This is an optimization exercise on Yosys and OpenROAD, whose aim is small area and a short achievable clock period, not a production implementation. Only simulation tests tie the RTL to the original design; equivalence was not proved.

==> flow/design.v <==
module viterbi_add_select #(
    parameter integer A   = 0,
    parameter integer ODD = 0       
) (
    x,
    y_n,
    bm1,
    bm2,
    bm3,
    df0,
    df1,
    df2,
    df3,
    zero,
    ld,
    q_lo,
    q_hi,
    m_lo,
    m_hi,
    d_lo,
    d_hi
);
input  [11:0] x;           
input  [11:0] y_n;         
input  [11:0] bm1;
input  [11:0] bm2;
input  [11:0] bm3;
input  [11:0] df0;
input  [11:0] df1;
input  [11:0] df2;
input  [11:0] df3;
input         zero;      
input         ld;        
input  [11:0] q_lo;      
input  [11:0] q_hi;
output [11:0] m_lo;        
output [11:0] m_hi;
output        d_lo;
output        d_hi;
wire [11:0] bma = (A == 0) ? 12'd256 : (A == 1) ? bm1 : (A == 2) ? bm2 : bm3;
wire [11:0] bmb = (A == 3) ? 12'd256 : (A == 2) ? bm1 : (A == 1) ? bm2 : bm3;
wire [11:0] dab = (A == 0) ? df0 : (A == 1) ? df1 : (A == 2) ? df2 : df3;    
wire [11:0] dba = (A == 3) ? df0 : (A == 2) ? df1 : (A == 1) ? df2 : df3;    
wire [11:0] ny = y_n;
wire [11:0] y  = ~y_n;
wire [11:0] s_lo = x ^ ny ^ dab;
wire [11:0] c_lo = (x & ny) | (x & dab) | (ny & dab);
wire [11:0] s_hi = x ^ ny ^ dba;
wire [11:0] c_hi = (x & ny) | (x & dba) | (ny & dba);
wire [11:0] diff_lo = s_lo + {c_lo[10:0], 1'b1};
wire [11:0] diff_hi = s_hi + {c_hi[10:0], 1'b1};
assign d_lo = ~diff_lo[11];
assign d_hi = ~diff_hi[11];
wire [11:0] up_lo = x + bma;
wire [11:0] dn_lo = y + bmb;
wire [11:0] up_hi = x + bmb;
wire [11:0] dn_hi = y + bma;
wire [11:0] inv = {12{ODD != 0}};
wire [11:0] zw  = inv;                        
wire [11:0] lo0 = zero ? zw : ld ? (up_lo ^ inv) : q_lo;
wire [11:0] lo1 = zero ? zw : ld ? (dn_lo ^ inv) : q_lo;
wire [11:0] hi0 = zero ? zw : ld ? (up_hi ^ inv) : q_hi;
wire [11:0] hi1 = zero ? zw : ld ? (dn_hi ^ inv) : q_hi;
assign m_lo = d_lo ? lo1 : lo0;
assign m_hi = d_hi ? hi1 : hi0;
endmodule
module viterbi_data_forward(
    clk,
    rst,
    LLR0,
    LLR1,
    data_in_v,
    tail,
    dec,
    dec_v,
    dec_tail
);
input         clk;
input         rst;
input  [7:0]  LLR0;
input  [7:0]  LLR1;
input         data_in_v;
input         tail;
output [63:0] dec;
output        dec_v;
output        dec_tail;
reg  [7:0]  la, lb;            
reg         v0, t0;
reg  [11:0] bm1, bm2, bm3;    
reg  [11:0] df0, df1, df2, df3;  
reg  [11:0] bm1_b, bm2_b, bm3_b;
reg  [11:0] df0_b, df1_b, df2_b, df3_b;
reg         v1, t1;
wire [11:0] a = {{4{la[7]}}, la};
wire [11:0] b = {{4{lb[7]}}, lb};
always @(posedge clk) begin
    if (rst) begin
        v0 <= 1'b0;
        t0 <= 1'b0;
        v1 <= 1'b0;
        t1 <= 1'b0;
    end
    else begin
        v0 <= data_in_v;
        t0 <= data_in_v & tail;
        v1 <= v0;
        t1 <= t0;
    end
    la  <= LLR0;
    lb  <= LLR1;
    bm1 <= a + 12'd256;
    bm2 <= b + 12'd256;
    bm3 <= a + b + 12'd256;
    df0 <= -(a + b);
    df1 <= a - b;
    df2 <= b - a;
    df3 <= a + b;
    bm1_b <= a - 12'hf00;
    bm2_b <= b - 12'hf00;
    bm3_b <= a - (~b) + 12'd255;
    df0_b <= ~b - a + 12'd1;
    df1_b <= a + ~b + 12'd1;
    df2_b <= b + ~a + 12'd1;
    df3_b <= a - (~b) - 12'd1;
end
wire [64*12-1:0] m_cur;
wire [64*12-1:0] m_new;
wire [63:0]      d_new;
genvar i;
generate
for (i = 0; i < 32; i = i + 1) begin : bf
    localparam [63:0] ATAB = 64'b00_01_00_01_11_10_11_10_11_10_11_10_00_01_00_01_10_11_10_11_01_00_01_00_01_00_01_00_10_11_10_11;
    localparam integer A = (ATAB >> (2*(31-i))) & 3;
    viterbi_add_select #(.A(A), .ODD(i % 2)) u_acs(
        .x      (m_cur[(2*i)*12 +: 12]),
        .y_n    (m_cur[(2*i+1)*12 +: 12]),
        .bm1    (i < 16 ? bm1 : bm1_b),
        .bm2    (i < 16 ? bm2 : bm2_b),
        .bm3    (i < 16 ? bm3 : bm3_b),
        .df0    (i < 16 ? df0 : df0_b),
        .df1    (i < 16 ? df1 : df1_b),
        .df2    (i < 16 ? df2 : df2_b),
        .df3    (i < 16 ? df3 : df3_b),
        .zero   (zero),
        .ld     (ld),
        .q_lo   (m_cur[i*12 +: 12]),
        .q_hi   (m_cur[(i+32)*12 +: 12]),
        .m_lo   (m_new[i*12 +: 12]),
        .m_hi   (m_new[(i+32)*12 +: 12]),
        .d_lo   (d_new[i]),
        .d_hi   (d_new[i+32])
    );
end
endgenerate
reg [64*12-1:0] m;
reg [63:0]      d;
reg             v2, t2;
reg             rst_r;
wire            zero = t1 | rst_r;
wire            ld   = v1;
assign m_cur = m;
always @(posedge clk) begin
    rst_r <= rst;
    if (rst) begin
        v2 <= 1'b0;
        t2 <= 1'b0;
    end
    else begin
        v2 <= v1;
        t2 <= t1;
    end
    m <= m_new;
    d <= v1 ? d_new : 64'd0;
end
assign dec      = d;
assign dec_v    = v2;
assign dec_tail = t2;
endmodule
module viterbi_data_back(
    clk,
    rst,
    dec,
    pre_v,
    pre_tail,
    decode_out,
    decode_out_v,
    tail_v,
    tail_length
);
input          clk;
input          rst;
input  [63:0]  dec;         
input          pre_v;       
input          pre_tail;    
output reg [127:0] decode_out;
output reg     decode_out_v;
output reg     tail_v;
output reg [7:0] tail_length;
reg        flush;       
reg        dv, dt;      
reg        step;        
reg [63:0] sel1;        
wire       pol = 1'b0;
reg  [6:0] ucnt;        
reg        ge;          
reg  [7:0] zcnt;        
wire [64*251-1:0] sw;   
genvar j;
generate
for (j = 0; j < 64; j = j + 1) begin : st
    localparam integer P0 = (2 * j) % 64;
    localparam integer P1 = P0 + 1;
    reg [255:6] s;
    assign sw[j*251] = (j % 2) ? pol : ~pol;
    assign sw[j*251+1 +: 250] = s;
    always @(posedge clk)
        if (step)
            s <= ~(sel1[j] ? sw[P1*251 +: 250] : sw[P0*251 +: 250]);
end
endgenerate
wire [127:0] blk_bits;
genvar k;
generate
for (k = 0; k < 128; k = k + 1) begin : ob
    assign blk_bits[k] = sw[255-k-5] ^ pol ^ ((255 - k) % 2);
end
endgenerate
reg blk_v, blk_last;
always @(posedge clk) begin
    decode_out <= blk_bits;
    if (rst) begin
        decode_out_v <= 1'b0;
        tail_v       <= 1'b0;
    end
    else begin
        decode_out_v <= blk_v;
        tail_v       <= blk_last;
    end
end
wire       blk  = (ucnt == 7'd127) & ge;
wire       last = flush & (zcnt[7] | (zcnt == 8'd127));
wire       fin  = blk & last;                   
wire       flush_nx = (dv & dt) | (flush & ~fin);
wire       step_nx  = pre_v | flush_nx;
always @(posedge clk) begin
    if (rst) begin
        flush        <= 1'b0;
        dv           <= 1'b0;
        dt           <= 1'b0;
        ucnt         <= 7'd0;
        ge           <= 1'b0;
        zcnt         <= 8'd0;
        blk_v        <= 1'b0;
        blk_last     <= 1'b0;
    end
    else begin
        flush        <= flush_nx;
        dv           <= pre_v;
        dt           <= pre_tail;
        blk_v        <= step & blk;
        blk_last     <= step & fin;
        if (step) begin
            ucnt <= ucnt + 7'd1;
            if (ucnt == 7'd127)
                ge <= 1'b1;
        end
        if (dv & dt)
            zcnt <= 8'd0;
        else if (flush) begin
            zcnt <= zcnt + 8'd1;
            if (fin) begin
                ucnt <= 7'd0;
                ge   <= 1'b0;
            end
        end
    end
    if (dv & dt)
        tail_length <= {1'b0, ucnt} + 8'd1;
end
always @(posedge clk) begin
    if (rst) begin
        step <= 1'b0;
        sel1 <= 64'd0;
    end
    else begin
        step <= step_nx;
        sel1 <= dec;
    end
end
endmodule
module viterbi_decode(
    clk,
    rst,
    LLR0,
    LLR1,
    data_in_v,
    tail,
    decode_out,
    decode_out_v,
    tail_v,
    tail_length
);
input          clk;
input          rst;
input  [7:0]   LLR0;
input  [7:0]   LLR1;
input          data_in_v;
input          tail;
output [127:0] decode_out;
output         decode_out_v;
output         tail_v;
output [7:0]   tail_length;
wire [63:0] dec;
wire        dec_v;
wire        dec_tail;
viterbi_data_forward u_viterbi_data_forward(
    .clk       (clk),
    .rst       (rst),
    .LLR0      (LLR0),
    .LLR1      (LLR1),
    .data_in_v (data_in_v),
    .tail      (tail),
    .dec       (dec),
    .dec_v     (dec_v),
    .dec_tail  (dec_tail)
);
viterbi_data_back u_viterbi_data_back(
    .clk          (clk),
    .rst          (rst),
    .dec          (dec),
    .pre_v        (dec_v),
    .pre_tail     (dec_tail),
    .decode_out   (decode_out),
    .decode_out_v (decode_out_v),
    .tail_v       (tail_v),
    .tail_length  (tail_length)
);
endmodule
==> flow/config.mk <==
export PLATFORM = sky130hd
export DESIGN_NAME = viterbi_decode
export DESIGN_NICKNAME = viterbi_decode
export VERILOG_FILES = /design/flow/design.v
export SDC_FILE = /design/flow/constraint.sdc
export NUM_CORES = 8
export LEC_CHECK = 0
export CAP_MARGIN = 30
export CORE_MARGIN = 2
export CORE_UTILIZATION = 66
export CTS_BUF_LIST = sky130_fd_sc_hd__clkbuf_16
export CTS_CLUSTER_DIAMETER = 80
export CTS_CLUSTER_SIZE = 24
export SETUP_SLACK_MARGIN = 3.0
export SLEW_MARGIN = 40
export SYNTH_HIERARCHICAL = 1
export TNS_END_PERCENT = 0
==> flow/constraint.sdc <==
create_clock -name core_clock -period 6.0 [get_ports {clk}]
set_input_delay 1.2000 -clock core_clock [delete_from_list [all_inputs] [get_ports {clk}]]
set_output_delay 1.2000 -clock core_clock [all_outputs]
set_load 0.01 [all_outputs]
run.sh (not shown) runs the stock make flow with config.mk's settings and CLKGATE_MAP_FILE= SYNTH_SCRIPT=/design/flow/synth_recipe.tcl, a recipe that flattens the netlist after the stock synthesis.
The baseline finished clean.
==> next run, changes <==
Settings changed: CORE_UTILIZATION 66 to 60, CTS_CLUSTER_DIAMETER 80 to 90, CTS_CLUSTER_SIZE 24 to 27.
Cell count goes up by 1.9%. Global-route usage goes down by 3.6 points. Worst setup slack got worse by 0.082 ns.

## re-timing with driven ports
Ports are ideal in the flow. The routed layouts listed here were re-timed in OpenROAD.
Step 1, drivers: a clkbuf_16 drives clk and a buf_2 each remaining input, both assumed.
Step 2, shift: input delay + t, output delay - t, t = (earliest + latest rising clock arrival at the registers) / 2. This alone moves slack from input paths to output paths.
Slacks: ideal ports / drivers / drivers and shift; pairs: ideal ports / drivers.
| run | t (ns) | setup slack, ns | hold slack, ns | latest minus earliest clock arrival (ns) | worst slew at a driven data input, ns |
|---|---|---|---|---|---|
| the first run | 1.405 | 2.530 / 2.398 / 2.530 | 0.345 / 0.192 / 0.345 | 0.180 / 0.180 | 0.13 |
| the second run | 1.417 | 2.449 / 2.449 / 2.449 | 0.374 / 0.236 / 0.374 | 0.138 / 0.137 | 0.29 |
After both steps every run listed still meets setup and hold.
